Source: an optimization exercise on an open RTL-to-GDS flow (aim: small area, a short achievable clock period and few clock cycles per item). Production flows keep margins and buffers that such runs may drop.
At most, simulation tests tie the RTL to the original design; equivalence was not proved.
The RTL of run 1 was laid out without a check of its function.
Power is estimated from default activity; no workload was simulated.

### flow/config.mk
export PLATFORM = sky130hd
export DESIGN_NAME = alu
export DESIGN_NICKNAME = alu
export VERILOG_FILES = /design/flow/design.v
export SDC_FILE = /design/flow/constraint.sdc
export NUM_CORES = 4
export LEC_CHECK = 0
export ABC_CLOCK_PERIOD_IN_PS = 1800
export CAP_MARGIN = 20
export CORE_MARGIN = 2
export CORE_UTILIZATION = 40
export CTS_CLUSTER_DIAMETER = 60
export CTS_CLUSTER_SIZE = 24
export SETUP_SLACK_MARGIN = 2.85
export SLEW_MARGIN = 20
### flow/constraint.sdc
create_clock -name core_clock -period 5.0 [get_ports {clk}]
set_input_delay 1.0000 -clock core_clock [delete_from_list [all_inputs] [get_ports {clk}]]
set_output_delay 1.0000 -clock core_clock [all_outputs]
set_load 0.01 [all_outputs]
### flow/design.v
module alu(
	output reg[15:0] data_out,
	output reg       valid_out,
	output reg       cmd_out,
	input [15:0]     data_in,
	input            valid_in,
	input            cmd_in,
	output reg       amm_read,
	output reg[7:0]  amm_address,
	input [7:0]      amm_readdata,
	input            amm_waitrequest,
	input [1:0]      amm_response,
	input clk,
	input rst_n
	);
	localparam D = 62;               
	reg        busy;                 
	reg        rx;                   
	reg        last;                 
	reg [5:0]  rem;                  
	reg        idx0, idx1;           
	reg [3:0]  op;
	reg        ee;                   
	reg        err;                  
	reg        dly;                  
	reg        b_mem;                
	reg        b_iss;                
	reg        b_i1;                 
	reg [7:0]  b_val;
	reg [7:0]  stk [0:D-1];
	reg [5:0]  cnt;
	reg        pop;                  
	reg        infl_i1;              
	reg [7:0]  addr_n;               
	reg [7:0]  v0r, v1r;             
	reg        v1big;                
	reg [7:0]  vbg, vrg;             
	reg [11:0] ures;                 
	reg [11:0] acc;
	wire o_and = (op == 4'd1);
	wire o_or  = (op == 4'd2);
	wire o_xor = (op == 4'd3);
	wire o_log = o_and || o_or || o_xor;
	wire o_not = (op == 4'd4);
	wire o_inc = (op == 4'd5);
	wire o_dec = (op == 4'd6);
	wire o_neg = (op == 4'd7);
	wire o_shr = (op == 4'd8);
	wire o_shl = (op == 4'd9);
	wire o_fast = o_log || o_not;        
	wire idle    = !busy && !dly && !(valid_out && cmd_out);
	wire hdr_in  = idle && valid_in && cmd_in;
	wire beat_in = busy && rx && valid_in;
	wire imm_now = beat_in && !(data_in[8] && !ee);    
	wire [3:0] h_op = data_in[11:8];
	wire [5:0] h_n  = data_in[5:0];
	wire h_ee = (h_n == 6'd0) || (h_op >= 4'd10) ||
	            (h_op[3:2] == 2'b01 && h_n != 6'd1) ||
	            (h_op[3:1] == 3'b100 && h_n != 6'd2);
	wire done_rd  = amm_read && !amm_waitrequest;
	wire rsp_err  = done_rd && (amm_response != 2'b00);
	wire err_n    = err || rsp_err;
	wire push     = b_mem && !b_iss && !err;
	wire head_ok  = (cnt != 6'd0) && !pop;
	wire new_mem  = beat_in && data_in[8] && !ee;
	wire port_free = !amm_read || !amm_waitrequest;
	wire can_iss   = busy && port_free && !err_n;
	wire src_b     = push;
	wire src_e     = !push && head_ok;
	wire src_d     = !push && !head_ok && new_mem;
	wire issue     = can_iss && (src_b || src_e || src_d);
	wire hold_a    = amm_read && amm_waitrequest;
	wire [7:0] addr_next = src_b ? b_val : (src_e ? stk[0] : data_in[7:0]);
	wire waiting   = push || head_ok || new_mem;
	wire reads_done = err_n || (!(amm_read && amm_waitrequest) && !waiting);
	wire beats_done = !rx || (last && valid_in);
	wire respond    = busy && beats_done && reads_done;
	wire hdr_go     = (respond && o_fast) || dly;
	wire [11:0] sum   = acc + {4'h0, vbg} + {4'h0, vrg};
	wire [7:0]  a_or  = acc[7:0] | vbg | vrg;
	wire [7:0]  a_xor = acc[7:0] ^ vbg ^ vrg;
	wire [7:0]  a_log = o_xor ? a_xor : a_or;
	wire [11:0] acc_n = o_log ? {4'h0, a_log} : sum;
	wire [7:0] x0 = v0r;
	wire [7:0] x1 = v1r;
	reg  [7:0] x_all1, x_any1;             
	integer j;
	always @(*) begin
		x_all1[0] = 1'b1;
		x_any1[0] = 1'b0;
		for (j = 1; j < 8; j = j + 1) begin
			x_all1[j] = x_all1[j-1] & x0[j-1];
			x_any1[j] = x_any1[j-1] | x0[j-1];
		end
	end
	wire [11:0] x_inc = {3'h0, x_all1[7] & x0[7], x0 ^ x_all1};
	wire [11:0] x_dec = {{4{!(x_any1[7] | x0[7])}}, x0 ^ ~x_any1};
	wire [7:0]  x_neg = x0 ^ x_any1;
	wire [7:0]  x_shr = v1big ? 8'h00 : x0 >> x1[2:0];
	wire [7:0]  x_shl = v1big ? 8'h00 : x0 << x1[2:0];
	wire [11:0] ures_n = {4'h0, ({8{o_not}} & ~x0) | ({8{o_neg}} & x_neg) |
	                            ({8{o_shr}} & x_shr) | ({8{o_shl}} & x_shl)} |
	                     ({12{o_inc}} & x_inc) | ({12{o_dec}} & x_dec);
	wire [11:0] res = o_log ? {4'h0, a_log ^ {8{o_and}}} : o_not ? {4'h0, ~v0r} :
	                  (op[3] || op[2]) ? ures : acc;
	integer k;
	always @(posedge clk) begin
		if (push) begin
			stk[0] <= b_val;
			if (!pop)
				for (k = 1; k < D; k = k + 1) stk[k] <= stk[k-1];
		end
		else if (pop) begin
			for (k = 0; k < D-1; k = k + 1) stk[k] <= stk[k+1];
		end
		b_val <= data_in[7:0];
		b_i1  <= idx1;
		v0r   <= (imm_now && idx0) ? data_in[7:0] : (done_rd && !infl_i1) ? amm_readdata : v0r;
		v1r   <= (imm_now && idx1) ? data_in[7:0] : (done_rd &&  infl_i1) ? amm_readdata : v1r;
		v1big <= (imm_now && idx1) ? |data_in[7:3] : (done_rd &&  infl_i1) ? |amm_readdata[7:3] : v1big;
		vbg   <= imm_now ? data_in[7:0] ^ {8{o_and}} : 8'h00;
		vrg   <= done_rd ? amm_readdata ^ {8{o_and}} : 8'h00;
		ures  <= ures_n;
		data_out <= (valid_out && cmd_out) ? (err ? 16'h0bad : {4'h0, res})
		                                   : {11'h0, err_n, op};
		amm_address <= hold_a ? ~addr_n : addr_next;
		addr_n      <= hold_a ? addr_n : ~addr_next;
		if (!hold_a)
			infl_i1 <= src_b ? b_i1 : (src_e ? 1'b1 : idx1);
		if (!rst_n) begin
			busy      <= 1'b0;
			rx        <= 1'b0;
			last      <= 1'b0;
			rem       <= 6'd0;
			idx0      <= 1'b0;
			idx1      <= 1'b0;
			op        <= 4'd0;
			ee        <= 1'b0;
			err       <= 1'b0;
			b_mem     <= 1'b0;
			b_iss     <= 1'b0;
			cnt       <= 6'd0;
			pop       <= 1'b0;
			acc       <= 12'd0;
			amm_read  <= 1'b0;
			valid_out <= 1'b0;
			cmd_out   <= 1'b0;
			dly       <= 1'b0;
		end
		else begin
			if (hdr_in) begin
				busy <= 1'b1;
				rx   <= (h_n != 6'd0);
				last <= (h_n == 6'd1);
				rem  <= h_n;
				idx0 <= 1'b1;
				idx1 <= 1'b0;
				op   <= h_op;
				ee   <= h_ee;
				err  <= h_ee;
			end
			else
				err <= err_n;
			acc <= idle ? 12'h000 : acc_n;
			if (beat_in) begin
				rem  <= rem - 6'd1;
				last <= (rem == 6'd2);
				rx   <= !last;
				idx0 <= 1'b0;
				idx1 <= idx0;
			end
			b_mem <= new_mem;
			b_iss <= issue && src_d;
			cnt <= err ? 6'd0 : cnt + {5'd0, push} - {5'd0, pop};
			pop <= issue && !src_d;
			amm_read <= (amm_read && amm_waitrequest) || issue;
			if (respond) busy <= 1'b0;
			dly       <= respond && !o_fast;
			valid_out <= hdr_go || (valid_out && cmd_out);
			cmd_out   <= hdr_go;
		end
	end
endmodule
### flow/flow/run.sh
#!/bin/bash
# The standard layout (standard.sh), with synthesis changed in two ways:
# adders are left to ABC as plain logic (no full/half-adder cells, ADDER_MAP_FILE
# empty), and ABC maps with its own script (flow/synth.tcl). Registers and their
# names are those of the standard synthesis. Ports are buffered, as in the
# standard flow, but with buf_4 cells rather than the delay buffer that
# buffer_ports picks by default.
set -euo pipefail
here=$(pwd)

ports="BUFFER_PORTS_ARGS=-buffer_cell sky130_fd_sc_hd__buf_4"
bash standard.sh synth SYNTH_SCRIPT="$here/flow/synth.tcl" ADDER_MAP_FILE= "$ports" > "$here/synth.log" 2>&1
bash standard.sh finish SYNTH_SCRIPT="$here/flow/synth.tcl" ADDER_MAP_FILE= "$ports" > "$here/layout.log" 2>&1
test -f "$here/out/final.def"
### flow/flow/synth.tcl
# The standard flow's synthesis script (synth_recipe.tcl), with one change: ABC maps with a
# script that maps with SAT-based area-oriented matching (&nf -a) and pin permutation.
proc synth {args} { yosys synth -nofsm -noshare {*}$args }
proc abc {args} {
  set i [lsearch -exact $args -script]
  if {$i >= 0} {
    set s "+&get -n;&st;&dch;&nf -a -p;&put;buffer -c;topo;stime -c;upsize -c;dnsize -c"
    set args [lreplace $args $i [expr {$i + 1}] -script $s]
  }
  yosys abc {*}$args
}
source $::env(SCRIPTS_DIR)/synth.tcl
# left out here: clear keep_hierarchy, flatten, clean up, hide names made inside functions, write 1_2_yosys.v
### flow/standard.sh
#!/bin/bash
# synth_recipe.tcl (not shown) runs the flow's synth.tcl, then flattens the netlist and writes it again
# the make line also repeats each setting of config.mk as NAME=value (left out here)
make -C /OpenROAD-flow-scripts/flow DESIGN_CONFIG=/design/flow/config.mk WORK_HOME=/design/flow/orfs CLKGATE_MAP_FILE= SYNTH_SCRIPT=/design/flow/synth_recipe.tcl "${@:-finish}"
==> summary.txt, run 1 <==
- The dominant register cell in the synthesized netlist is sky130_fd_sc_hd__dfxtp_1.
- For the worst setup path, the data required time is 5450 ps.
- Setup repair after global routing could not meet its margin everywhere.
- The floorplan step defined a core boundary enclosing 0.0659 sq mm.
- The worst-case headroom to the max-slew limit is 0.536.
- Dividing the synthesized area by the synthesized cell count gives 11.0 sq um.
- In the final design database the tool counted 2444 nets.
- The clock edge transition at the registers on the reported setup and hold paths is 90 ps.
- The total global routing track utilization is 0.146.
- The number of enable flip-flop cells after synthesis is 29.
- After synthesis, the netlist uses 69 different library cells.
- Once layout is complete, the cells apart from fillers number 3310.
- For this run, the slowest stage of the critical path takes 550 ps.
- The horizontal die dimension is 262 microns.
- The type of origin of the critical path is a flip-flop.
- Detailed placement ended at an HPWL of 30200 microns.
- The clock root buffer is sky130_fd_sc_hd__clkbuf_16.
- The library cell used most frequently in the layout, excluding fill and tap cells, is sky130_fd_sc_hd__mux2i_1.
- Counting every sink on the clock net gives 614.
- The total of warnings raised by yosys is 2.
- The maximum vdd drop is 0.000221 V.
- Entering global routing, the biggest net connects 118 pins.
- The iteration-0 DRC count of the detailed router is 922.
- The sum of overflow across all layers after global routing is 0.
- The area share of the largest cell type after synthesis is 0.439.
- The total clock buffers created by CTS is 44.
- The TritonCTS clock tree is yes.
- The top fanout value on the critical path is 3.
- Counting every instance in the synthesized netlist gives 2429.
- The top-level I/O count is 58.
- The routed wire length per instance is 15.3 microns.
- The kind of capture point of the worst setup path is a flip-flop.
- The number of failing setup endpoints in the final timing report is 0.
- Dividing the final minimum period by the clock period gives 0.442.
- The number of pins with negative max-slew slack in the final report is 0.
- STA puts the critical path data arrival time at 2660 ps.
- The initial utilization of the core area, before any placement, comes to 0.405.
- The run finished with no timing, DRC or antenna violations.
- The power density normalized to cell area is 368 mW/mm^2.
- The family of cells with the greatest summed delay on the critical path is simple AND/OR/NAND/NOR gates.
- The count of nets left with antenna violations once routing finished came out at 0.
- Leaving out fill and tap cells, the most frequent cells in the layout are 863 x sky130_fd_sc_hd__mux2i_1, 570 x sky130_fd_sc_hd__dfxtp_1, 139 x sky130_fd_sc_hd__o21ai_0.
- The total negative slack is 0 ps.
- The count of vias placed by the detailed router is 17400.
- The worst setup skew after layout is 40.5 ps.
- The path class of the tightest hold or removal check is flip-flop to flip-flop.
- The detailed-route DRC error count is 0.
- At the end of the flow the core is filled with cells to 0.455.
- The area growth from synthesis to layout is 12.4%.
- CTS built an H-tree with a depth of 2.
- The routed design could run at a clock period as short as 2210 ps.
- The number of antenna violations at the first check in global routing is 0.
- The slew at the pin with the worst max-slew slack is 695 ps.
- Before CTS, the worst setup slack after placement is 1970 ps.
- No sink is reached through more buffers than the 3 on the longest clock path.
- Clock latency on the worst-skew pair, taken at its later pin, is 610 ps.
- The repair_antennas step left the layout with diodes totalling 0.
- For this run, the register share of the synthesized area comes to 0.472.
- The number of synthesized register bits is 614.
- The maximum frequency from static timing analysis is 452 MHz.
- The slowest stage of the critical path belongs to the cell sky130_fd_sc_hd__or4_4.
- The final hold violation count came to 0.
- The leakage power total is 12.8 nW.
- The last weighted congestion value of the routability-driven placer is 0.848.
- After synthesis the cells add up to 0.0267 sq mm.
- The floorplan step set the die height to 262 microns.
- The signal on the critical path passes through buf_4, or4_4, nor3_4, xnor2_2, nor2_1, or4_1.
- The instance count after placement with tap cells included is 3191.
- During placement, the flow inserted port buffers numbering 49.
- The final setup slack of the worst path is 2790 ps.
- The number of max-cap violations is 0.
- Ranked by total cell area, the synthesized netlist is headed by sky130_fd_sc_hd__dfxtp_1 44%, sky130_fd_sc_hd__mux2i_1 32%, sky130_fd_sc_hd__edfxtp_1 3.3%, sky130_fd_sc_hd__o21ai_0 2.7%, sky130_fd_sc_hd__clkbuf_1 1.4%.
- The critical path in this run is classified as flip-flop to flip-flop.
- The number of global-route vias before repair is 17100.
- Counting both buffers and inverters, the worst setup path holds a total of 1.
- After synthesis, the share of flip-flops with an asynchronous set or reset is 0.
- Dividing the detail-routed via count by the number of cells gives 5.26.
- Of the cells placed in the final design, the portion with a size suffix greater than 1 is 0.124.
- The die covers 0.0687 sq mm.
- The first global-routing pass estimated 84200 microns of wire.
- Wires add up to 50800 microns.
- The first detailed-routing pass took 5 iterations.
- After floorplanning, the core was divided into 94 placement rows.
- sky130_fd_sc_hd__dfxtp_1 takes more of the synthesized area than any other cell.
final timing paths:
kind	from	to	slack [ps]	cells past startpoint
setup reg to reg	v0r[2]	ures[6]	2790	6
setup / recovery	v0r[2]	ures[6]	2790	6
hold / removal	idx1	b_i1	400	0
hold reg to reg	idx1	b_i1	400	0
routing by layer:
| layer | vias to the layer above | track usage | share of wire |
|---|---|---|---|
| li1 | 8724 | - | - |
| met1 | 8384 | 0.189 | 0.47 |
| met2 | 247 | 0.249 | 0.47 |
| met3 | 60 | 0.0282 | 0.042 |
| met4 | 0 | 0.0352 | 0.017 |
| met5 | - | 0 | 0 |
flip-flops by register name (all words and copies together), names as in the netlist, 3 cells and up:
register and count:
stk 496, data_out 12, cnt 6, acc 12, b_val 8, vrg 8, v0r 8, amm_address 8
rem 6, vbg 8, ures 10, op 4, v1r 3, addr_n 8
cells by family after synthesis:
kind of cell,share of synthesized area
muxes,0.337
DFF,0.472
and+or+nand+nor,0.0769
AOI/OAI and AO/OA,0.0599
buffers and inverters,0.0281
xor gates and xnor gates,0.0231
adders and majority gates,0.00300
other,0.000141
synthesized netlist by cell type, types with 6 or more instances:
cell type                  count
sky130_fd_sc_hd__mux2i_1     863
sky130_fd_sc_hd__clkbuf_1     98
sky130_fd_sc_hd__mux2_2       29
sky130_fd_sc_hd__or3_1         9
sky130_fd_sc_hd__and2_1        6
sky130_fd_sc_hd__o21bai_1      6
sky130_fd_sc_hd__or2_2        30
sky130_fd_sc_hd__a221oi_1      7
sky130_fd_sc_hd__nand2_1      84
sky130_fd_sc_hd__a31oi_1       6
sky130_fd_sc_hd__edfxtp_1     29
sky130_fd_sc_hd__nand3_1      68
sky130_fd_sc_hd__nand2b_1     43
sky130_fd_sc_hd__nor2_1       97
sky130_fd_sc_hd__maj3_1        8
sky130_fd_sc_hd__nor3_1       12
sky130_fd_sc_hd__inv_1        10
sky130_fd_sc_hd__and3_1       15
sky130_fd_sc_hd__o21ai_0     144
sky130_fd_sc_hd__nor2b_1      15
sky130_fd_sc_hd__buf_1        26
sky130_fd_sc_hd__xnor2_1      26
sky130_fd_sc_hd__a21oi_1      44
sky130_fd_sc_hd__buf_2        37
sky130_fd_sc_hd__nor4_1       13
sky130_fd_sc_hd__a211oi_1     16
sky130_fd_sc_hd__dfxtp_1     585
sky130_fd_sc_hd__xor2_1       17
timing repair:
item,CTS,global route
endpoints found under the setup margin,504,148
gates resized for setup,46,38
hold buffers,0,0
gates cloned,6,1
setup buffers,15,17
pin swaps,8,17
through the flow:
stage / power (mW) / hold WS (ps) / cell area, sq um
after floorplan: 6.90 / 364 / 26700
after global placement: 7.20 / 383 / 27600
after detailed placement: 7.26 / 389 / 27600
after CTS: 11.2 / 395 / 29600
after global routing: 11.6 / 397 / 30000
final: 11.0 / 404 / 30000
report_power, final:
| group | leakage [nW] | internal [mW] | switching, mW |
|---|---|---|---|
| logic | 6.97 | 0.764 | 0.805 |
| registers | 5.02 | 5.40 | 0.245 |
| clock network | 0.756 | 1.88 | 1.94 |
| total | 12.8 | 8.04 | 2.99 |
worst register-to-register path, delay by kind of cell, from the launching register on:
kind,cells,cell delay [ps]
DFF,1,400
and+or+nand+nor,4,1330
buffers and inverters,1,170
xor gates and xnor gates,1,150
layout make-up:
| cell class | instances | area (sq um) |
|---|---|---|
| multi-input cells | 1642 | 13600 |
| clock buffers | 47 | 1140 |
| repair buffers | 101 | 1100 |
| clock inverters | 32 | 399 |
| flip-flops and latches | 614 | 12600 |
| inverters | 10 | 42.5 |
| well taps | 864 | 1080 |
| fillers | 6084 | 35900 |
==> run 2, diff against run 1 <==
--- a/flow/design.v
+++ b/flow/design.v
@@ -25,2 +25,3 @@
 	reg        dly;                  
+	reg        pay;                  
 	reg        b_mem;                
@@ -120,4 +121,2 @@
 		v1big <= (imm_now && idx1) ? |data_in[7:3] : (done_rd &&  infl_i1) ? |amm_readdata[7:3] : v1big;
-		vbg   <= imm_now ? data_in[7:0] ^ {8{o_and}} : 8'h00;
-		vrg   <= done_rd ? amm_readdata ^ {8{o_and}} : 8'h00;
 		ures  <= ures_n;
@@ -148,2 +147,5 @@
 			dly       <= 1'b0;
+			pay       <= 1'b0;
+			vbg       <= 8'h00;
+			vrg       <= 8'h00;
 		end
@@ -163,3 +165,6 @@
 				err <= err_n;
-			acc <= idle ? 12'h000 : acc_n;
+			acc <= pay ? 12'h000 : acc_n;
+			pay <= cmd_out;
+			vbg <= imm_now ? data_in[7:0] ^ {8{o_and}} : 8'h00;
+			vrg <= done_rd ? amm_readdata ^ {8{o_and}} : 8'h00;
 			if (beat_in) begin
--- a/flow/config.mk
+++ b/flow/config.mk
@@ -10,6 +10,6 @@
 export CORE_MARGIN = 2
-export CORE_UTILIZATION = 40
+export CORE_UTILIZATION = 60
 export CTS_CLUSTER_DIAMETER = 60
 export CTS_CLUSTER_SIZE = 24
-export SETUP_SLACK_MARGIN = 2.85
+export SETUP_SLACK_MARGIN = 3.0
 export SLEW_MARGIN = 20
==> run 2 against run 1 <==
Net effect:
- largest cell class unchanged
- sequential cell count rose by 1
- largest power group unchanged
- synthesized area fell by 0.33%
- core utilization rose by 23 points
- design area barely moved
- global-route usage rose by 6.9 points
- maximum frequency rose by 5.1%
==> summary.txt, run 2 <==
- The number of fillers in the final layout is 3407.
- The total clock buffers created by CTS is 44.
- The worst path needs 2100 ps of the cycle, external delays included.
- The class of the most critical setup path is flip-flop to flip-flop.
- The number of max-cap violations is 0.
- The congestion estimate from routability-driven global placement came to 0.867.
- The total routed wirelength is 50000 microns.
- The kind of capture point of the worst setup path is a flip-flop.
- sky130_fd_sc_hd__dfxtp_1 takes more of the synthesized area than any other cell.
- The area share of the largest cell type after synthesis is 0.441.
- Ranked by total cell area, the synthesized netlist is headed by sky130_fd_sc_hd__dfxtp_1 44%, sky130_fd_sc_hd__mux2i_1 32%, sky130_fd_sc_hd__edfxtp_1 3.3%, sky130_fd_sc_hd__o21ai_0 2.6%, sky130_fd_sc_hd__nor2_1 1.5%.
- The data required time of the worst path is 5450 ps.
- Power spread over the standard cell area amounts to 370 mW/mm^2.
- The slew at the pin with the worst max-slew slack is 776 ps.
- After synthesis the cells add up to 0.0266 sq mm.
- Counting every instance in the synthesized netlist gives 2427.
- In the final layout, the share of cells above drive strength 1 is 0.149.
- Setup violations remaining at the end of the flow were counted as 0.
- The leakage power total is 12.9 nW.
- The number of antenna diodes in the final layout is 0.
- After clock tree synthesis, the flow added hold-fix buffers numbering 0.
- The detailed-route DRC error count is 0.
- The worst-case headroom to the max-slew limit is 0.483.
- The share of async-settable or async-resettable flops after synthesis is 0.
- In this run the number of H-tree levels came out at 2.
- The number of global-route vias before repair is 17500.
- The floorplan step defined a die boundary enclosing 0.0460 sq mm.
- In the layout the commonest cells are 859 x sky130_fd_sc_hd__mux2i_1, 548 x sky130_fd_sc_hd__dfxtp_1, 135 x sky130_fd_sc_hd__o21ai_0.
- Clock tree synthesis selected as its root buffer the cell sky130_fd_sc_hd__clkbuf_16.
- Yosys instantiated no cell more often than sky130_fd_sc_hd__mux2i_1.
- TritonCTS built the clock tree.
- In the final layout, the registers with the most flip-flops are stk: 496 flops, acc: 12 flops, data_out: 12 flops.
- The final hold violation count was 0.
- The worst path arrival time is 2550 ps.
- The maximum vdd drop is 0.000291 V.
- The average cell area after synthesis is 11.0 sq um.
- The iteration-0 DRC count of the detailed router is 1111.
- After synthesis, the netlist uses 70 different library cells.
- The first global-routing pass estimated 83600 microns of wire.
- The chip height is 214 microns.
- The count of vias placed by the detailed router is 17500.
- The ratio of final minimum period to clock period is 0.421.
- The region available for standard cell placement spans 0.0439 sq mm.
- The run finished with no timing, DRC or antenna violations.
- Clock-pin slew was measured on the worst setup and hold paths at 80 ps.
- The total overflow left after global routing is 0.
- For this run, the leading register cell type out of synthesis is sky130_fd_sc_hd__dfxtp_1.
- In this run, synthesis inferred 29 flip-flops with an integrated enable.
- Pin placement for this block handled 58 I/O pins.
- After detailed placement, the design holds a cell count of 2924.
- Dividing the detail-routed wire length by the instance count gives 16.3 microns.
- The number of buffers on the longest clock path is 3.
- The average via count per standard cell is 5.69.
- The horizontal die dimension is 214 microns.
- The type of origin of the critical path is a flip-flop.
- The number of synthesized register bits is 615.
- Summed over all nets, the half-perimeter wirelength after detailed placement is 28400 microns.
- The total of buffers placed on input and output ports is 49.
- The final net count is 2477.
- Leaving out fill and tap cells, the most frequent cell in the layout is sky130_fd_sc_hd__mux2i_1.
- The number of pins with negative max-slew slack in the final report is 0.
- The total global routing track utilization is 0.214.
- The top fanout value on the critical path is 4.
- The worst setup skew after layout is 23.8 ps.
- The total negative slack is 0 ps.
- The area growth from synthesis to layout is 12.9%.
- The pin count of the biggest net entering global routing is 124.
- Derived from the worst setup path, the maximum achievable clock frequency is 475 MHz.
- Setup repair after global routing could not meet its margin everywhere.
- The initial core utilization is 0.605.
- By count the netlist is led by 860 x sky130_fd_sc_hd__mux2i_1, 586 x sky130_fd_sc_hd__dfxtp_1, 138 x sky130_fd_sc_hd__o21ai_0, 105 x sky130_fd_sc_hd__nor2_1, 102 x sky130_fd_sc_hd__nand2_1.
- The later pin in the worst-skew pair is clocked with a latency of 590 ps.
- The flip-flop count of the largest register after layout is 496.
- The number of nets still failing antenna checks after routing is 0.
- The clock net sink count is 615.
- The finished layout holds 3073 standard cells, fillers aside.
- The total iterations of the first detailed-routing run is 5.
- The number of antenna violations at the first check in global routing is 0.
- The tightest min-delay check is of the flip-flop to flip-flop type.
- For this run, the number of Yosys warnings is 2.
- Counting flops per register, the top entry is stk.
- The share of the Yosys chip area taken by registers is 0.474.
- The number of cell rows is 77.
[run 2: final timing paths]
check        startpoint     end  slack, ps  cells past startpoint
max reg2reg      acc[2]  acc[6]       2900                      7
min                idx1    b_i1        390                      0
max              acc[2]  acc[6]       2900                      7
min reg2reg        idx1    b_i1        390                      0
[run 2: layer usage]
layer	up-vias	wire, microns	share of wire	track usage
li1	8725	-	-	-
met3	97	1900	0.038	0.0356
met4	0	1310	0.026	0.0664
met2	276	24200	0.48	0.373
met1	8389	22600	0.45	0.272
met5	-	0	0	0
[run 2: cell families (layout without fill, tap and decap cells)]
| family | Yosys count | in the layout | share of synthesized area |
|---|---|---|---|
| AO/OA/AOI/OAI | 269 | 269 | 0.0581 |
| adder cells (fa/ha/maj) | 8 | 8 | 0.00301 |
| other | 1 | 4 | 0.000141 |
| AND/OR/NAND/NOR | 418 | 418 | 0.0764 |
| flip-flops | 615 | 615 | 0.474 |
| multiplexers | 885 | 885 | 0.334 |
| XOR/XNOR | 64 | 64 | 0.0266 |
| buffers and inverters | 167 | 218 | 0.0270 |
[run 2: through the flow]
stage | instance area [sq um] | power (mW) | hold slack, ps | setup WS, ps | util
4_1_cts | 29600 | 11.1 | 390 | 2880 | 0.675
6_report | 30000 | 11.1 | 394 | 2900 | 0.683
3_5_place_dp | 27200 | 7.32 | 380 | 2110 | 0.620
5_1_grt | 30000 | 11.6 | 408 | 2810 | 0.683
2_1_floorplan | 26700 | 6.95 | 364 | 2590 | -
3_3_place_gp | 27200 | 7.26 | 385 | 2140 | 0.620
[run 2: worst max-delay path, cell delays in order, from the launching register on]
cell and delay (ps):
sky130_fd_sc_hd__dfxtp_2 350, sky130_fd_sc_hd__maj3_1 450, sky130_fd_sc_hd__xnor2_4 300, sky130_fd_sc_hd__nor3b_2 280
sky130_fd_sc_hd__nor3b_2 110, sky130_fd_sc_hd__o21bai_1 190, sky130_fd_sc_hd__xor2_1 190, sky130_fd_sc_hd__a21oi_1 80
[run 2: repair_timing]
| action | CTS | global route |
|---|---|---|
| buffers inserted | 31 | 28 |
| pin swaps | 24 | 23 |
| gates cloned | 9 | 0 |
| resized for setup | 105 | 47 |
| setup endpoints to repair | 553 | 203 |
[run 2: power breakdown]
| part | leakage (nW) | total (mW) | internal (mW) | switching (mW) |
|---|---|---|---|---|
| Combinational | 7.15 | 1.73 | 0.856 | 0.873 |
| Clock | 0.728 | 3.70 | 1.79 | 1.91 |
| Sequential | 5.04 | 5.68 | 5.43 | 0.246 |
| Total | 12.9 | 11.1 | 8.08 | 3.03 |
[run 2: area by class of cell]
type                    count  area (sq um)  share of cell area
inverters                   6          30.0             0.00100
flip-flops and latches    615         12700               0.422
repair buffers            131          1500              0.0501
well taps                 592           741              0.0247
clock inverters            34           374              0.0125
multi-input cells        1648         13600               0.452
clock buffers              47          1120              0.0374
Testbench counts of run 2, summed over its fixed seeds: cycles 34,374, items 2,000.
==> run 3, diff against run 2 <==
--- a/flow/config.mk
+++ b/flow/config.mk
@@ -11,4 +11,4 @@
 export CORE_UTILIZATION = 60
-export CTS_CLUSTER_DIAMETER = 60
-export CTS_CLUSTER_SIZE = 24
+export CTS_CLUSTER_DIAMETER = 50
+export CTS_CLUSTER_SIZE = 32
 export SETUP_SLACK_MARGIN = 3.0
==> run 3 against run 2 <==
Net effect:
- core utilization grew 0.61 points
- die area is the same
- sequential share of layout area shrank 0.40 points
- design area grew 0.90%
- final cell count grew 0.36%
- critical path depth shrank 6
- via count grew 0.23%
- critical path type is now flip-flop to output pin
- critical endpoint is now amm_read
==> summary.txt, run 3 <==
- The run finished with no timing, DRC or antenna violations.
- The H-tree generated during clock tree synthesis spans 2 levels.
- Buffers inserted to repair hold after CTS numbered 0.
- Dividing total power by cell area gives a power density of 383 mW/mm^2.
- The register with the most flip-flops in the layout has 496 of them.
- By area the synthesized netlist is led by sky130_fd_sc_hd__dfxtp_1 44%, sky130_fd_sc_hd__mux2i_1 32%, sky130_fd_sc_hd__edfxtp_1 3.3%, sky130_fd_sc_hd__o21ai_0 2.6%, sky130_fd_sc_hd__nor2_1 1.5%.
- The post-detailed-placement half-perimeter wirelength is 28400 microns.
- The synthesized design contains 615 register bits.
- The setup check on the worst reg-to-reg path leaves a slack of 2940 ps.
- Clock tree synthesis inserted a total of 49 buffers.
- The pin count of the biggest net entering global routing is 124.
- The final hold violation count is 0.
- The number of failing setup endpoints in the final timing report is 0.
- The maximum frequency from static timing analysis is 479 MHz.
- The total iterations of the first detailed-routing run is 5.
- The sum of overflow across all layers after global routing is 0.
- stk holds more flip-flops than any other register.
- The analysis attributes to cell leakage a power of 13.1 nW.
- The last weighted congestion value of the routability-driven placer is 0.867.
- The number of global-route vias before repair came to 17400.
- In the layout the commonest cells are 860 x sky130_fd_sc_hd__mux2i_1, 550 x sky130_fd_sc_hd__dfxtp_1, 135 x sky130_fd_sc_hd__o21ai_0.
- The path class of the tightest hold or removal check is flip-flop to flip-flop.
- In this run the worst path has a maximum fanout of 2.
- The post-route core utilization is 0.689.
- The number of pins with negative max-slew slack in the final report is 0.
- The maximum vdd drop is 0.000308 V.
- Among all cell types in the netlist, the one instantiated most often is sky130_fd_sc_hd__mux2i_1.
- The routed wire length per instance is 16.1 microns.
- The placement-stage cell area is 0.0272 sq mm.
- Max-cap violations in this run came to 0.
- Of the cells placed in the final design, the portion with a size suffix greater than 1 is 0.152.
- On the final layout, the worst clock skew is 18.2 ps.
- The die covers 0.0460 sq mm.
- The floorplan step defined a core boundary enclosing 0.0439 sq mm.
- The class of the most critical setup path is flip-flop to output pin.
- The area of the mapped netlist is 0.0266 sq mm.
- In this design, the largest share of critical-path delay is due to flip-flops.
- Of the available clock period, the critical path in the final layout requires 0.418.
- The fraction of the yosys area taken by sequential cells is 0.474.
- The clock reaches the later pin of the worst-skew pair after 610 ps.
- The worst path arrival time is 1090 ps.
- The total of buffers placed on input and output ports is 49.
- For this design, the slowest cell found on the critical path is sky130_fd_sc_hd__dfxtp_4.
- A synthesized cell averages 11.0 sq um.
- The post-route worst hold slack is 390 ps.
- Using the TritonRoute via totals, the vias-per-cell ratio works out to 5.68.
- The antenna cell count is 0.
- The share of async-settable or async-resettable flops after synthesis is 0.
- The signal on the critical path passes through buf_6.
- At the pin with the least slew margin, the transition time is 804 ps.
- The total global routing track utilization is 0.212.
- No sink is reached through more buffers than the 3 on the longest clock path.
- Once detail routing completed, the nets flagged for antenna violations numbered 0.
- The number of enable flip-flop cells after synthesis is 29.
- Ranked by instance count, the synthesized netlist is headed by 860 x sky130_fd_sc_hd__mux2i_1, 586 x sky130_fd_sc_hd__dfxtp_1, 138 x sky130_fd_sc_hd__o21ai_0, 105 x sky130_fd_sc_hd__nor2_1, 102 x sky130_fd_sc_hd__nand2_1.
- Subtracting the final worst setup slack from the clock period gives 2090 ps.
- The area growth from synthesis to layout is 13.9%.
- The data required time of the worst path is 4000 ps.
- The number of antenna violations at the first check in global routing is 0.
- The iteration-0 DRC count of the detailed router is 1224.
- Detailed routing inserted a total of 17500 vias.
- Of all cell types, the one taking the most synthesized area is sky130_fd_sc_hd__dfxtp_1.
- After clock tree synthesis, the clock-pin slew on the worst setup and hold paths is 80 ps.
- The total routed wirelength is 49700 microns.
- Setup repair after global routing could not meet its margin everywhere.
- The type of origin of the critical path is a flip-flop.
- The clock root buffer is sky130_fd_sc_hd__clkbuf_16.
- For this run, the slowest stage of the critical path takes 370 ps.
- The detailed-route DRC error count is 0.
- The kind of capture point of the worst setup path is an output pin.
- From left edge to right edge, the die measures 214 microns.
- The worst pin sits at a relative slew slack of 0.464.
- The initial utilization of the core area, before any placement, comes to 0.605.
- The dominant register cell in the synthesized netlist is sky130_fd_sc_hd__dfxtp_1.
- Setup total negative slack on the finished layout was measured at 0 ps.
- The final net count is 2482.
- The first global-routing pass estimated 83000 microns of wire.
- The number of cell rows is 77.
- The TritonCTS clock tree is yes.
- The top-level I/O count is 58.
- The most common cell after layout, fill and taps aside is sky130_fd_sc_hd__mux2i_1.
- Clock tree synthesis found a total of 615 sinks.
- The cell count after synthesis came out at 2427.
- During synthesis, Yosys emitted a total of 2 warnings.
- Of the post-synthesis cell area, the dominant cell type holds 0.441.
- The largest registers in the layout are stk: 496 flops, acc: 12 flops, data_out: 12 flops.
- The floorplan step set the die height to 214 microns.
- The number of distinct library cells after synthesis is 70.
- The number of buffer and inverter instances along the worst setup path is 1.
- The finished cells cover 0.0303 sq mm.
==> run 3: power by group <==
group | switching (mW) | internal, mW
Clock | 2.05 | 2.15
Sequential | 0.243 | 5.43
Combinational | 0.873 | 0.856
Total | 3.17 | 8.44
==> run 3: layout make-up <==
type	instances	area (sq um)
Clock inverter	38	469
Clock buffer	54	1320
Tap cell	592	741
Multi-Input combinational cell	1648	13600
Fill cell	3421	13700
Timing Repair Buffer	131	1510
Sequential cell	615	12700
Inverter	6	27.5
==> run 3: path summary, 6_finish.rpt <==
check | cells past startpoint | from | to
max | 1 | amm_read | amm_read
min | 0 | idx1 | b_i1
max reg2reg | 7 | acc[2] | acc[11]
min reg2reg | 0 | idx1 | b_i1
==> run 3: kinds of logic (layout without fill, tap and decap cells) <==
group	Yosys count	after routing	synth area share
and+or+nand+nor	418	418	0.0764
DFF	615	615	0.474
muxes	885	885	0.334
AOI/OAI and AO/OA	269	269	0.0581
other	1	4	0.000141
buffers and inverters	167	229	0.0270
xor gates and xnor gates	64	64	0.0266
adders and majority gates	8	8	0.00301
==> run 3: repair_timing <==
item	in CTS	in global routing
setup buffers	34	24
pin swaps	25	26
gates resized for setup	98	47
setup endpoints to repair	556	138
gates cloned	8	2
==> run 3: metal layers <==
metal	up-vias	share of wire	GRT usage
met1	8388	0.46	0.270
met5	-	0	0
met2	288	0.47	0.366
met3	97	0.040	0.0342
met4	0	0.026	0.0736
li1	8755	-	-
==> run 3: stage by stage <==
step                power, mW  setup WS, ps  cells
floorplan                6.95          2590   2430
global placement         7.26          2140   2924
detailed placement       7.32          2110   2924
CTS                      11.7          2880   3058
global route             12.1          2840   3084
finish                   11.6          2910   3084
==> run 4, diff against run 3 <==
--- a/flow/config.mk
+++ b/flow/config.mk
@@ -11,5 +11,6 @@
 export CORE_UTILIZATION = 60
-export CTS_CLUSTER_DIAMETER = 50
-export CTS_CLUSTER_SIZE = 32
-export SETUP_SLACK_MARGIN = 3.0
+export CTS_BUF_LIST = sky130_fd_sc_hd__clkbuf_8
+export CTS_CLUSTER_DIAMETER = 40
+export CTS_CLUSTER_SIZE = 16
+export SETUP_SLACK_MARGIN = 2.9
 export SLEW_MARGIN = 20
==> run 4 against run 3 <==
Net effect:
- still clean
- critical path depth unchanged
- clock skew is 30 ps higher
- total power grew 0.85%
- highest routed layer unchanged
- via count shrank 1.5%
- final cell count grew 1.1%
- setup slack got worse by 68 ps
==> summary.txt, run 4 <==
- The die area is 0.0460 sq mm.
- In this run the standard cell core region covers 0.0439 sq mm.
- The Yosys step of the flow raised 2 warnings.
- Ranked by total cell area, the synthesized netlist is headed by sky130_fd_sc_hd__dfxtp_1 44%, sky130_fd_sc_hd__mux2i_1 32%, sky130_fd_sc_hd__edfxtp_1 3.3%, sky130_fd_sc_hd__o21ai_0 2.6%, sky130_fd_sc_hd__nor2_1 1.5%.
- Leaving out fill and tap cells, the most frequent cells in the layout are 860 x sky130_fd_sc_hd__mux2i_1, 556 x sky130_fd_sc_hd__dfxtp_1, 136 x sky130_fd_sc_hd__o21ai_0.
- The capture endpoint of the worst hold path is b_i1.
- For this run, the register share of the synthesized area comes to 0.474.
- Of the post-synthesis cell area, the dominant cell type holds 0.441.
- The kind of capture point of the worst setup path is an output pin.
- In the finished design, the share of the clock period the worst path needs comes to 0.431.
- The worst path arrival time is 1160 ps.
- The class of the most critical setup path is flip-flop to output pin.
- The register with the most flip-flops in the layout has 496 of them.
- The H-tree depth reported by CTS is 3.
- The worst register-to-register path has a depth of 4.
- The launch instance of the worst min-delay path is idx1.
- The number of buffers on the longest clock path is 3.
- The worst pin sits at a relative slew slack of 0.311.
- The number of nets still failing antenna checks after routing is 0.
- The combined area of the multi-input logic cells is 0.0134 sq mm.
- Setup repair after global routing could not meet its margin everywhere.
- At the placement stage, the worst setup path has a slack of 2050 ps.
- The sum of overflow across all layers after global routing is 0.
- The post-detailed-placement half-perimeter wirelength is 28200 microns.
- In the synthesized netlist, the cells that appear most often are 860 x sky130_fd_sc_hd__mux2i_1, 586 x sky130_fd_sc_hd__dfxtp_1, 138 x sky130_fd_sc_hd__o21ai_0, 105 x sky130_fd_sc_hd__nor2_1, 102 x sky130_fd_sc_hd__nand2_1.
- For the worst setup path, the data required time is 4000 ps.
- The number of pins with negative max-slew slack in the final report is 0.
- The share of async-settable or async-resettable flops after synthesis is 0.
- The worst-case IR drop observed on VDD is 0.000232 V.
- The smallest clock period supported by the final layout is computed as 2160 ps.
- The first global-routing pass estimated 78700 microns of wire.
- Along the worst path, the maximum fanout reaches 2.
- Adding up every negative setup slack in the final design gives 0 ps.
- From bottom edge to top edge, the die measures 214 microns.
- The type of the most critical hold path is flip-flop to flip-flop.
- Dividing the detail-routed wire length by the instance count gives 14.9 microns.
- The final hold violation count is 0.
- The placement-stage cell area is 0.0272 sq mm.
- In the final layout, the registers with the most flip-flops are stk: 496 flops, acc: 12 flops, data_out: 12 flops.
- Averaged over all synthesized cells, the footprint is 11.0 sq um.
- The capture point of the worst reg-to-reg path is stk[60][2].
- Synthesis handed over a netlist of 2427 instances.
- The number of global-route vias before repair is 17100.
- The worst hold path cell count is 0.
- The number of clock buffers added by TritonCTS is 84.
- The initial utilization of the core area, before any placement, comes to 0.605.
- Counting both buffers and inverters, the worst setup path holds a total of 1.
- The number of buffers added to fix hold violations after cts is 0.
- The total routed wirelength is 46400 microns.
- The number of cell rows is 77.
- Summed over all cells, the static leakage comes to 12.9 nW.
- Among all stages on the critical path, the largest delay is contributed by sky130_fd_sc_hd__dfxtp_4.
- The number of enable flip-flop cells after synthesis is 29.
- The total of buffers placed on input and output ports is 49.
- Ranked by flip-flop count, first place goes to stk.
- For the pin with the worst max-slew slack, the measured transition is 1030 ps.
- The cell taking the most area after synthesis is sky130_fd_sc_hd__dfxtp_1.
- In this run, synthesis produced a sequential element count of 615.
- The critical path goes through buf_6.
- The horizontal die dimension is 214 microns.
- The average via count per standard cell is 5.54.
- The family of cells with the greatest summed delay on the critical path is flip-flops.
- The number of max-cap violations is 0.
- The register-to-register setup slack is 2900 ps.
- The clock edge transition at the registers on the reported setup and hold paths is 80 ps.
- The number of failing setup endpoints in the final timing report is 0.
- The type of origin of the critical path is a flip-flop.
- The detailed router finished its first iteration with 938 violations.
- The most common cell after layout, fill and taps aside is sky130_fd_sc_hd__mux2i_1.
- Timing would allow up to 464 MHz.
- In the final layout, flip-flops and latches occupy 0.0126 sq mm.
- The pin count of the biggest net entering global routing is 158.
- The count of vias placed by the detailed router is 17300.
- The last weighted congestion value of the routability-driven placer is 0.889.
- The final setup slack of the worst path is 2840 ps.
- The number of distinct library cells after synthesis is 70.
- Pin placement for this block handled 58 I/O pins.
- The detailed-route DRC error count is 0.
- In the final design database the tool counted 2488 nets.
- The area growth from synthesis to layout is 12.4%.
- For this run, the detailed router's first-pass iteration total came to 5.
- Across every metal layer, demand over resource in global routing totals 0.199.
- TritonCTS built the clock tree.
- The run finished with no timing, DRC or antenna violations.
- The number of antenna violations at the first check in global routing is 0.
- In the post-synthesis netlist, the cell with the most instances is sky130_fd_sc_hd__mux2i_1.
- The insertion delay to the later sink of the worst-skew pair is 670 ps.
- The worst setup skew after layout is 47.9 ps.
- For this run, the share of the core covered by cells in the final layout is 0.680.
- The power density normalized to cell area is 392 mW/mm^2.
- The maximum single-stage delay on the critical path is 370 ps.
- The worst register-to-register path begins at pop.
- The area of the mapped netlist is 0.0266 sq mm.
- The clock net sink count is 615.
- In this run the clock root is driven by a sky130_fd_sc_hd__clkbuf_8.
- The dominant register cell in the synthesized netlist is sky130_fd_sc_hd__dfxtp_1.
- The finished cells cover 0.0299 sq mm.
- The layout has 3545 filler cells.
- The fraction of final layout cells with drive strength greater than 1 is 0.150.
- 0 antenna diodes ended up in the layout.
==> run 4: cell types whose count changed in the layout (fill, tap and decap cells not counted), sizes merged, moves of 4 or more <==
cell | previous run | this run
buf | 124 | 99
clkbuf | 56 | 97
bufinv | 2 | 9
clkinvlp | 1 | 10
clkinv | 13 | 17
bufbuf | 5 | 1
==> run 4: per-layer routing <==
| layer | vias up | GRT usage | wire [microns] |
|---|---|---|---|
| met5 | - | 0 | 0 |
| met3 | 91 | 0.0418 | 1790 |
| met2 | 240 | 0.339 | 21700 |
| met4 | 0 | 0.0683 | 1130 |
| li1 | 8769 | - | - |
| met1 | 8165 | 0.253 | 21800 |
==> run 4: worst max-delay path by stage <==
stage	from	endpoint	slack, ps	depth (start not counted)
global route	amm_read	amm_read	2790	1
floorplan	data_in[4]	err	2590	6
global placement	err	stk[60][5]	2070	4
finish	amm_read	amm_read	2840	1
detailed placement	err	stk[39][0]	2050	4
CTS	amm_address[0]	amm_address[0]	2800	1
==> run 4: power breakdown <==
group	internal (mW)	leakage (nW)	total, mW	switching, mW
Sequential	5.43	5.04	5.68	0.246
Combinational	0.794	6.85	1.62	0.827
Clock	2.34	1.01	4.40	2.06
==> run 4: area by class of cell <==
class                           count  share of cell area
Clock buffer                       96              0.0442
Multi-Input combinational cell   1649               0.450
Clock inverter                     58              0.0227
Inverter                            6            0.000754
Sequential cell                   615               0.423
Tap cell                          592              0.0248
Timing Repair Buffer              101              0.0343
==> run 4: metrics by stage <==
step / hold slack, ps / cells / power [mW]
5_1_grt: 425 / 3117 / 12.3
6_report: 406 / 3117 / 11.7
2_1_floorplan: 364 / 2430 / 6.95
3_3_place_gp: 380 / 2924 / 7.26
4_1_cts: 408 / 3091 / 11.8
3_5_place_dp: 378 / 2925 / 7.33
==> run 4: kinds of logic (layout without fill, tap and decap cells) <==
kind of cell | Yosys count | count (layout) | synth area share
compound gates | 269 | 269 | 0.0581
xor+xnor | 64 | 64 | 0.0266
fa+ha+maj | 8 | 8 | 0.00301
buf+inv | 167 | 261 | 0.0270
flops | 615 | 615 | 0.474
mux | 885 | 885 | 0.334
other cells | 1 | 4 | 0.000141
simple gates | 418 | 419 | 0.0764
==> run 4: what timing repair did <==
action / in CTS / in global routing
buffers inserted: 10 / 25
cloned: 2 / 1
pin swaps: 5 / 14
endpoints found under the setup margin: 509 / 89
gates resized for setup: 56 / 37
==> run 5, diff against run 4 <==
--- a/flow/config.mk
+++ b/flow/config.mk
@@ -11,5 +11,5 @@
 export CORE_UTILIZATION = 60
-export CTS_BUF_LIST = sky130_fd_sc_hd__clkbuf_8
-export CTS_CLUSTER_DIAMETER = 40
-export CTS_CLUSTER_SIZE = 16
+export CTS_BUF_LIST = sky130_fd_sc_hd__clkbuf_4 sky130_fd_sc_hd__clkbuf_8 sky130_fd_sc_hd__clkbuf_16
+export CTS_CLUSTER_DIAMETER = 60
+export CTS_CLUSTER_SIZE = 24
 export SETUP_SLACK_MARGIN = 2.9
==> run 5 against run 4 <==
Net effect:
- register-to-register slack better by 50 ps
- hold slack lost 12 ps
- via count is 1.6% lower
- critical endpoint is now ee
- core utilization fell by 1.6 points
- die area is the same
- sequential cell count unchanged
- synthesized cell count stayed put
- still clean
- largest power group unchanged
- final cell count decreased by 2.9%
- clock skew decreased by 32 ps
- sequential power about the same
- setup slack better by 74 ps
==> summary.txt, run 5 <==
- Timing would allow up to 480 MHz.
- In this run, placement finished with an instance count of 2925.
- The TritonCTS clock tree is yes.
- The data required time of the worst path is 5470 ps.
- The pin count of the biggest net entering global routing is 158.
- The initial core utilization is 0.605.
- The clock edge transition at the registers on the reported setup and hold paths is 70 ps.
- For this run the aggregate overflow at the end of global routing stands at 0.
- The netlist uses 70 different library cells.
- The area share of the largest cell type after synthesis is 0.441.
- The internal power is 8.18 mW.
- Of the total power, the clock network draws 0.346.
- Dividing the detail-routed via count by the number of cells gives 5.61.
- The critical path is of the input port to flip-flop type.
- Leaving out filler cells and counting taps, the final layout contains 3028.
- In this run the critical register-to-register path is launched from acc[4].
- The post-route worst hold slack is 394 ps.
- The worst setup path is captured at a flip-flop.
- The slew at the pin with the worst max-slew slack is 1070 ps.
- The worst-path cell with the longest stage delay is sky130_fd_sc_hd__or3_4.
- Counting cells, the worst reg-to-reg path comes to 7.
- The flow ran to the end and the layout has no timing, DRC or antenna violations.
- The chip height is 214 microns.
- The core area is 0.0439 sq mm.
- The switching share of power is 0.263.
- The number of global-route vias before repair was 16600.
- Headroom to the max-slew limit came out at 0.288.
- The count of vias placed by the detailed router is 17000.
- 0 antenna diodes ended up in the layout.
- Summed over all nets, the switching power comes to 2.92 mW.
- Setup repair after global routing could not meet its margin everywhere.
- The number of pins with negative max-slew slack in the final report came to 0.
- Sorting the synthesized cells by area gives the leading types as sky130_fd_sc_hd__dfxtp_1 44%, sky130_fd_sc_hd__mux2i_1 32%, sky130_fd_sc_hd__edfxtp_1 3.3%, sky130_fd_sc_hd__o21ai_0 2.6%, sky130_fd_sc_hd__nor2_1 1.5%.
- Pin placement for this block handled 58 I/O pins.
- The share of total power dissipated in combinational logic is 0.143.
- The number of cell rows is 77.
- The layout has 3603 filler cells.
- The type of the most critical hold path is flip-flop to flip-flop.
- The last weighted congestion value of the routability-driven placer is 0.889.
- In the layout the commonest cells are 860 x sky130_fd_sc_hd__mux2i_1, 570 x sky130_fd_sc_hd__dfxtp_1, 135 x sky130_fd_sc_hd__o21ai_0.
- In this run the deepest clock path goes through 3 buffers.
- The mapped netlist covers 0.0266 sq mm.
- Yosys printed 2 warnings.
- Of the available clock period, the critical path in the final layout requires 0.417.
- The total clock buffers created by CTS is 44.
- For flop-to-flop paths, the worst setup slack is 2950 ps.
- The insertion delay to the later sink of the worst-skew pair is 580 ps.
- The flip-flop count of the largest register after layout is 496.
- The worst setup skew after layout is 16.0 ps.
- The worst path arrival time is 2550 ps.
- Counting instances, the worst hold path has a depth of 0.
- After routing, the total negative slack on setup checks comes to 0 ps.
- The maximum vdd drop is 0.000306 V.
- The most used flip-flop cell after synthesis is sky130_fd_sc_hd__dfxtp_1.
- The largest registers in the layout are stk: 496 flops, acc: 12 flops, data_out: 12 flops.
- The minimum clock period after layout is 2080 ps.
- The floorplan step set the die width to 214 microns.
- Across the run, the number of max-cap violations was 0.
- For this run, the register share of the synthesized area comes to 0.474.
- The average cell area after synthesis is 11.0 sq um.
- The maximum single-stage delay on the critical path is 380 ps.
- CTS placed an instance of sky130_fd_sc_hd__clkbuf_16 at the clock tree root.
- The fraction of final layout cells with drive strength greater than 1 is 0.117.
- The gate count after technology mapping is 2427.
- For hold timing, the worst endpoint is b_i1.
- In the synthesized netlist the async set-or-reset flop fraction comes to 0.
- The commonest cells after synthesis are 860 x sky130_fd_sc_hd__mux2i_1, 586 x sky130_fd_sc_hd__dfxtp_1, 138 x sky130_fd_sc_hd__o21ai_0, 105 x sky130_fd_sc_hd__nor2_1, 102 x sky130_fd_sc_hd__nand2_1.
- The register with the most flip-flops is stk.
- Leaving out fill and tap cells, the most frequent cell in the layout is sky130_fd_sc_hd__mux2i_1.
- The critical path goes through buf_6, or3_4, or2_4, or3_4, o21ai_2, a31oi_2, a21oi_2, nor2b_1.
- The number of nets still failing antenna checks after routing is 0.
- The die area is 0.0460 sq mm.
- The number of failing setup endpoints in the final timing report is 0.
- The capture point of the worst reg-to-reg path is acc[11].
- The final layout contains 2432 nets.
- The proportion of power drawn by flip-flops and latches is 0.510.
- The count of buffers added on input and output ports is 49.
- The type of origin of the critical path is an input port.
- The iteration-0 DRC count of the detailed router is 990.
- For this block, the routed nets add up to 45300 microns of wire.
- The H-tree depth reported by CTS is 2.
- The number of antenna violations at the first check in global routing is 0.
- For this design the ratio of total power to cell area is 380 mW/mm^2.
- The final hold violation count is 0.
- In this run, post-CTS hold repair placed 0 buffers.
- The detailed-route DRC error count is 0.
- The biggest area contributor in the post-synthesis netlist is sky130_fd_sc_hd__dfxtp_1.
- After detailed routing, the average wire length per cell comes to 14.9 microns.
- The number of synthesized register bits is 615.
- In the post-synthesis netlist, the cell with the most instances is sky130_fd_sc_hd__mux2i_1.
- The clock net sink count is 615.
- Counting stages on the worst path, the most repeated cell is sky130_fd_sc_hd__or3_4.
- The area taken by flip-flops and latches is 0.0126 sq mm.
- Summing all multi-input logic gate instances after layout gives 0.0134 sq mm.
- Across every metal layer, demand over resource in global routing totals 0.196.
- The first global-routing pass estimated 77900 microns of wire.
- The post-detailed-placement half-perimeter wirelength is 28200 microns.
- The worst hold path begins at idx1.
- Summed over all cells, the static leakage comes to 12.5 nW.
- The number of enable flip-flop cells after synthesis is 29.
- In this run the worst path has a maximum fanout of 6.
- Compared with the post-synthesis result, the final layout area differs by 9.83%.
- The pre-antenna-repair detailed-routing pass consisted of 5 iterations.
run 5: cell types whose count changed in the layout (fill, tap and decap cells not counted), sizes merged:
cell and change:
clkbuf -48, clkinvlp -7, bufbuf +1, bufinv -5
buf -16, inv -5, clkinv -9
run 5: repair_timing:
action,in CTS,in global routing
buffers inserted,9,10
pin swaps,4,17
gates resized for setup,23,39
gates cloned,3,0
setup endpoints to repair,493,47
run 5: per-layer routing:
layer,GRT usage,part of all wire,up-vias
li1,-,-,8637
met1,0.258,0.47,8050
met2,0.332,0.46,217
met3,0.0288,0.037,85
met4,0.0667,0.027,0
met5,0,0,-
run 5: worst max-delay path by stage:
stage | to | cells past startpoint | startpoint | slack, ps
global placement | stk[60][5] | 4 | err | 2070
floorplan | err | 6 | data_in[4] | 2590
detailed placement | stk[39][0] | 4 | err | 2050
finish | ee | 8 | data_in[4] | 2920
global route | stk[60][1] | 4 | pop | 2830
CTS | valid_out | 6 | amm_waitrequest | 2900
run 5: worst max-delay path, delay by kind of cell:
| kind | cells | cell delay, ps |
|---|---|---|
| compound gates | 3 | 390 |
| buf+inv | 1 | 120 |
| simple gates | 4 | 1040 |
run 5: cells by family after synthesis:
kind of cell	synth area share
and+or+nand+nor	0.0764
buffers and inverters	0.0270
other	0.000141
DFF	0.474
muxes	0.334
xor gates and xnor gates	0.0266
adders and majority gates	0.00301
AOI/OAI and AO/OA	0.0581
run 5: through the flow:
stage / total power, mW / util / area (sq um) / setup slack [ps]
floorplan: 6.95 / - / 26600 / 2590
global placement: 7.26 / 0.619 / 27200 / 2070
detailed placement: 7.33 / 0.619 / 27200 / 2050
finish: 11.1 / 0.664 / 29200 / 2920
global route: 11.6 / 0.664 / 29200 / 2830
CTS: 11.2 / 0.660 / 29000 / 2900
run 5: cell type report:
type                            count  share of cell area
Clock buffer                       49              0.0403
Timing Repair Buffer               85              0.0272
Multi-Input combinational cell   1649               0.461
Tap cell                          592              0.0254
Inverter                            6            0.000772
Sequential cell                   615               0.433
Clock inverter                     32              0.0130
run 5: power groups by stage:
| stage | Clock, mW | Combinational [mW] | Sequential, mW |
|---|---|---|---|
| 3_3_place_gp | 0 | 1.50 | 5.76 |
| 5_1_grt | 4.15 | 1.78 | 5.72 |
| 6_report | 3.84 | 1.59 | 5.67 |
| 3_5_place_dp | 0 | 1.55 | 5.77 |
| 4_1_cts | 3.97 | 1.57 | 5.67 |
| 2_1_floorplan | 0 | 1.25 | 5.70 |
==> run 6, diff against run 5 <==
--- a/flow/config.mk
+++ b/flow/config.mk
@@ -11,6 +11,5 @@
 export CORE_UTILIZATION = 60
-export CTS_BUF_LIST = sky130_fd_sc_hd__clkbuf_4 sky130_fd_sc_hd__clkbuf_8 sky130_fd_sc_hd__clkbuf_16
 export CTS_CLUSTER_DIAMETER = 60
 export CTS_CLUSTER_SIZE = 24
-export SETUP_SLACK_MARGIN = 2.9
+export SETUP_SLACK_MARGIN = 2.8
 export SLEW_MARGIN = 20
==> run 6 against run 5 <==
Net effect:
- total power decreased by 1.8%
- critical path depth decreased by 4
- final cell count hardly changed
- sequential share of layout area increased by 0.16 points
- synthesized cell count stayed put
- clock power down 4%
- die area unchanged
- maximum frequency down 3.4%
- setup slack worse by 73 ps
- sequential power is essentially flat
- combinational power about the same
- critical path type unchanged
==> summary.txt, run 6 <==
- The post-detailed-placement half-perimeter wirelength is 28700 microns.
- TritonCTS built the clock tree.
- For this run, the slowest stage of the critical path takes 750 ps.
- The kind of capture point of the worst setup path is a flip-flop.
- The clock edge transition at the registers on the reported setup and hold paths is 80 ps.
- In this run the deepest clock path goes through 3 buffers.
- The total overflow left after global routing is 0.
- The worst path in the final design needs a cycle of 2160 ps, including I/O delays and setup.
- In the routed design, unresolved DRC markers number 0.
- For this configuration, the core starts out at a cell density of 0.605.
- With fillers left out, the area of the finished cells amounts to 0.0290 sq mm.
- The number of buffer and inverter instances along the worst setup path is 1.
- The detail route stage leaves a number of antenna-violating nets equal to 0.
- Of the cells placed in the final design, the portion with a size suffix greater than 1 is 0.103.
- From bottom edge to top edge, the die measures 214 microns.
- The average cell area after synthesis is 11.0 sq um.
- By count the netlist is led by 860 x sky130_fd_sc_hd__mux2i_1, 586 x sky130_fd_sc_hd__dfxtp_1, 138 x sky130_fd_sc_hd__o21ai_0, 105 x sky130_fd_sc_hd__nor2_1, 102 x sky130_fd_sc_hd__nand2_1.
- The slowest stage of the critical path belongs to the cell sky130_fd_sc_hd__nor2b_1.
- The horizontal die dimension is 214 microns.
- The detailed router finished its first iteration with 1076 violations.
- The root buffer cell chosen for the clock tree is sky130_fd_sc_hd__clkbuf_16.
- Synthesis inferred 615 register bits.
- The type of the most critical hold path is flip-flop to flip-flop.
- The routed wire length per instance is 15.0 microns.
- The design draws 10.9 mW.
- The library cells used most frequently in the layout, excluding fill and tap cells, are 860 x sky130_fd_sc_hd__mux2i_1, 581 x sky130_fd_sc_hd__dfxtp_1, 137 x sky130_fd_sc_hd__o21ai_0.
- The final layout contains routed wiring with a total length of 45400 microns.
- The worst setup skew after layout is 18.8 ps.
- The first TritonRoute pass finished after 5 iterations.
- The worst setup slack before clock tree synthesis is 1850 ps.
- The insertion delay to the later sink of the worst-skew pair is 590 ps.
- The average via count per standard cell is 5.59.
- The number of global-route vias before repair is 16400.
- Of the available clock period, the critical path in the final layout requires 0.431.
- For this run, the register share of the synthesized area comes to 0.474.
- The largest registers in the layout are stk: 496 flops, acc: 12 flops, data_out: 12 flops.
- Entering global routing, the biggest net connects 181 pins.
- Across the run, the number of max-cap violations was 0.
- Yosys instantiated no cell more often than sky130_fd_sc_hd__mux2i_1.
- STA puts the critical path data required time at 5490 ps.
- The run finished with no timing, DRC or antenna violations.
- The number of distinct library cells after synthesis is 70.
- The die covers 0.0460 sq mm.
- The worst path arrival time is 2640 ps.
- The core area is 0.0439 sq mm.
- The repair_antennas step left the layout with diodes totalling 0.
- The area of the mapped netlist is 0.0266 sq mm.
- The count of placed standard cells in the final layout, fillers left out is 3026.
- At the pin with the least slew margin, the transition time is 1040 ps.
- The total global routing track utilization is 0.198.
- The instance count after placement with tap cells included is 2926.
- Ranked by total cell area, the synthesized netlist is headed by sky130_fd_sc_hd__dfxtp_1 44%, sky130_fd_sc_hd__mux2i_1 32%, sky130_fd_sc_hd__edfxtp_1 3.3%, sky130_fd_sc_hd__o21ai_0 2.6%, sky130_fd_sc_hd__nor2_1 1.5%.
- The dominant register cell in the synthesized netlist is sky130_fd_sc_hd__dfxtp_1.
- 58 I/O pins were placed.
- The clock net sink count is 615.
- Setup repair after global routing could not meet its margin everywhere.
- The register with the most flip-flops is stk.
- During placement, the flow inserted port buffers numbering 49.
- The count of vias placed by the detailed router is 16900.
- The number of enable flip-flop cells after synthesis is 29.
- The worst-case headroom to the max-slew limit is 0.307.
- The maximum vdd drop is 0.000271 V.
- The most common cell after layout, fill and taps aside is sky130_fd_sc_hd__mux2i_1.
- The maximum frequency from static timing analysis is 464 MHz.
- The type of origin of the critical path is an input port.
- The kind of cell with the highest combined delay along the critical path is simple AND/OR/NAND/NOR gates.
- The critical path is of the input port to flip-flop type.
- The register with the most flip-flops in the layout has 496 of them.
- The number of pins with negative max-slew slack in the final report is 0.
- The initialized floorplan defines 77 standard-cell rows.
- Setup violations remaining at the end of the flow were counted as 0.
- The top fanout value on the critical path is 28.
- The total clock buffers created by CTS is 42.
- The final net count is 2432.
- The total negative slack is 0 ps.
- CTS built an H-tree with a depth of 2.
- The number of antenna violations at the first check in global routing is 0.
- For this design the static power due to leakage is 12.5 nW.
- At the end of routability-driven placement, the weighted congestion stood at 0.860.
- During synthesis, Yosys emitted a total of 2 warnings.
- For this design the ratio of total power to cell area is 375 mW/mm^2.
- The placed instances occupy a cell area of 0.0272 sq mm.
- The final hold violation count is 0.
- The area growth from synthesis to layout is 9.29%.
- Summed over all instances, the cell type with the most area after synthesis is sky130_fd_sc_hd__dfxtp_1.
- For this run, asynchronously set or reset flops after synthesis account for 0.
- The number of buffers added to fix hold violations after cts is 0.
- The area share of the largest cell type after synthesis is 0.441.
- The first-pass GRT wire length is 78200 microns.
- The gate count after technology mapping is 2427.
- Walking the worst path, the cells encountered are buf_4, nor2b_1, nand2_1, o21ai_0.
- After layout, the worst setup slack is 2840 ps.
-- run 6: repair_timing --
item	in CTS	in global routing
setup buffers	5	15
cloned	3	0
pin swaps	1	6
setup endpoints to repair	441	189
gates resized for setup	22	18
-- run 6: kinds of logic (layout without fill, tap and decap cells) --
| logic type | count (synthesis) | in the layout | synth area share |
|---|---|---|---|
| DFF | 615 | 615 | 0.474 |
| xor gates and xnor gates | 64 | 64 | 0.0266 |
| other | 1 | 4 | 0.000141 |
| buffers and inverters | 167 | 170 | 0.0270 |
| adders and majority gates | 8 | 8 | 0.00301 |
| muxes | 885 | 885 | 0.334 |
| and+or+nand+nor | 418 | 419 | 0.0764 |
| AOI/OAI and AO/OA | 269 | 269 | 0.0581 |
-- run 6: power breakdown --
group	leakage, nW	internal [mW]	switching (mW)
logic	6.75	0.763	0.810
registers	5.03	5.42	0.241
clock network	0.717	1.79	1.88
total	12.5	7.98	2.93
-- run 6: final cells by class --
class                   count  area, sq um
clock buffers              48         1130
clock inverters            29          332
fillers                  3505        14900
inverters                   6         25.0
multi-input cells        1649        13400
flip-flops and latches    615        12600
well taps                 592          741
repair buffers             87          831
-- run 6: layer usage --
layer | up-vias | GRT usage | part of all wire
li1 | 8642 | - | -
met1 | 7992 | 0.266 | 0.48
met2 | 209 | 0.331 | 0.46
met3 | 63 | 0.0336 | 0.041
met4 | 0 | 0.0500 | 0.019
met5 | - | 0 | 0
-- run 6: per-stage QoR --
step	hold slack (ps)	utilization
after floorplan	364	-
after global placement	378	0.619
after detailed placement	380	0.619
after CTS	381	0.657
after global routing	393	0.661
final	397	0.661
-- run 6: path summary, 6_finish.rpt --
path / from / endpoint / slack, ps / cells past startpoint
min reg2reg: idx1 / b_i1 / 400 / 0
max reg2reg: acc[6] / acc[11] / 2870 / 7
min: idx1 / b_i1 / 400 / 0
max: rst_n / acc[0] / 2840 / 4

## what the ideal ports hide
No port has a modelled driver above. Below, the same layouts with a new extraction and two added sets of constraints. Step 1, drivers: a clkbuf_16 drives clk and a buf_2 each remaining input, both assumed. Step 2 also shifts input and output timing later by t, the mid clock arrival at the registers, as if the neighbouring blocks saw the same clock. a / b / c = no drivers / after step 1 / after step 2; a / b = the first two.
run | t (ns) | setup WS [ns] | worst register clock-pin slew, ns | worst data-port slew with drivers (ns) | pins driven straight from the clock port
run 1 | 0.649 | 2.788 / 2.788 / 2.502 | 0.09 / 0.09 | 0.07 | 1
run 2 | 0.638 | 2.897 / 2.867 / 2.337 | 0.09 / 0.09 | 0.07 | 1
run 3 | 0.651 | 2.911 / 2.855 / 2.364 | 0.09 / 0.09 | 0.07 | 1
run 4 | 0.704 | 2.843 / 2.790 / 2.333 | 0.09 / 0.09 | 0.04 | 1
run 5 | 0.627 | 2.917 / 2.884 / 2.311 | 0.09 / 0.09 | 0.04 | 1
run 6 | 0.637 | 2.844 / 2.810 / 2.234 | 0.09 / 0.09 | 0.05 | 1
After both steps every run listed still meets setup and hold. For run 6, which loses most, drivers alone change the setup slack by -0.034 ns; drivers and shift together by -0.610 ns.
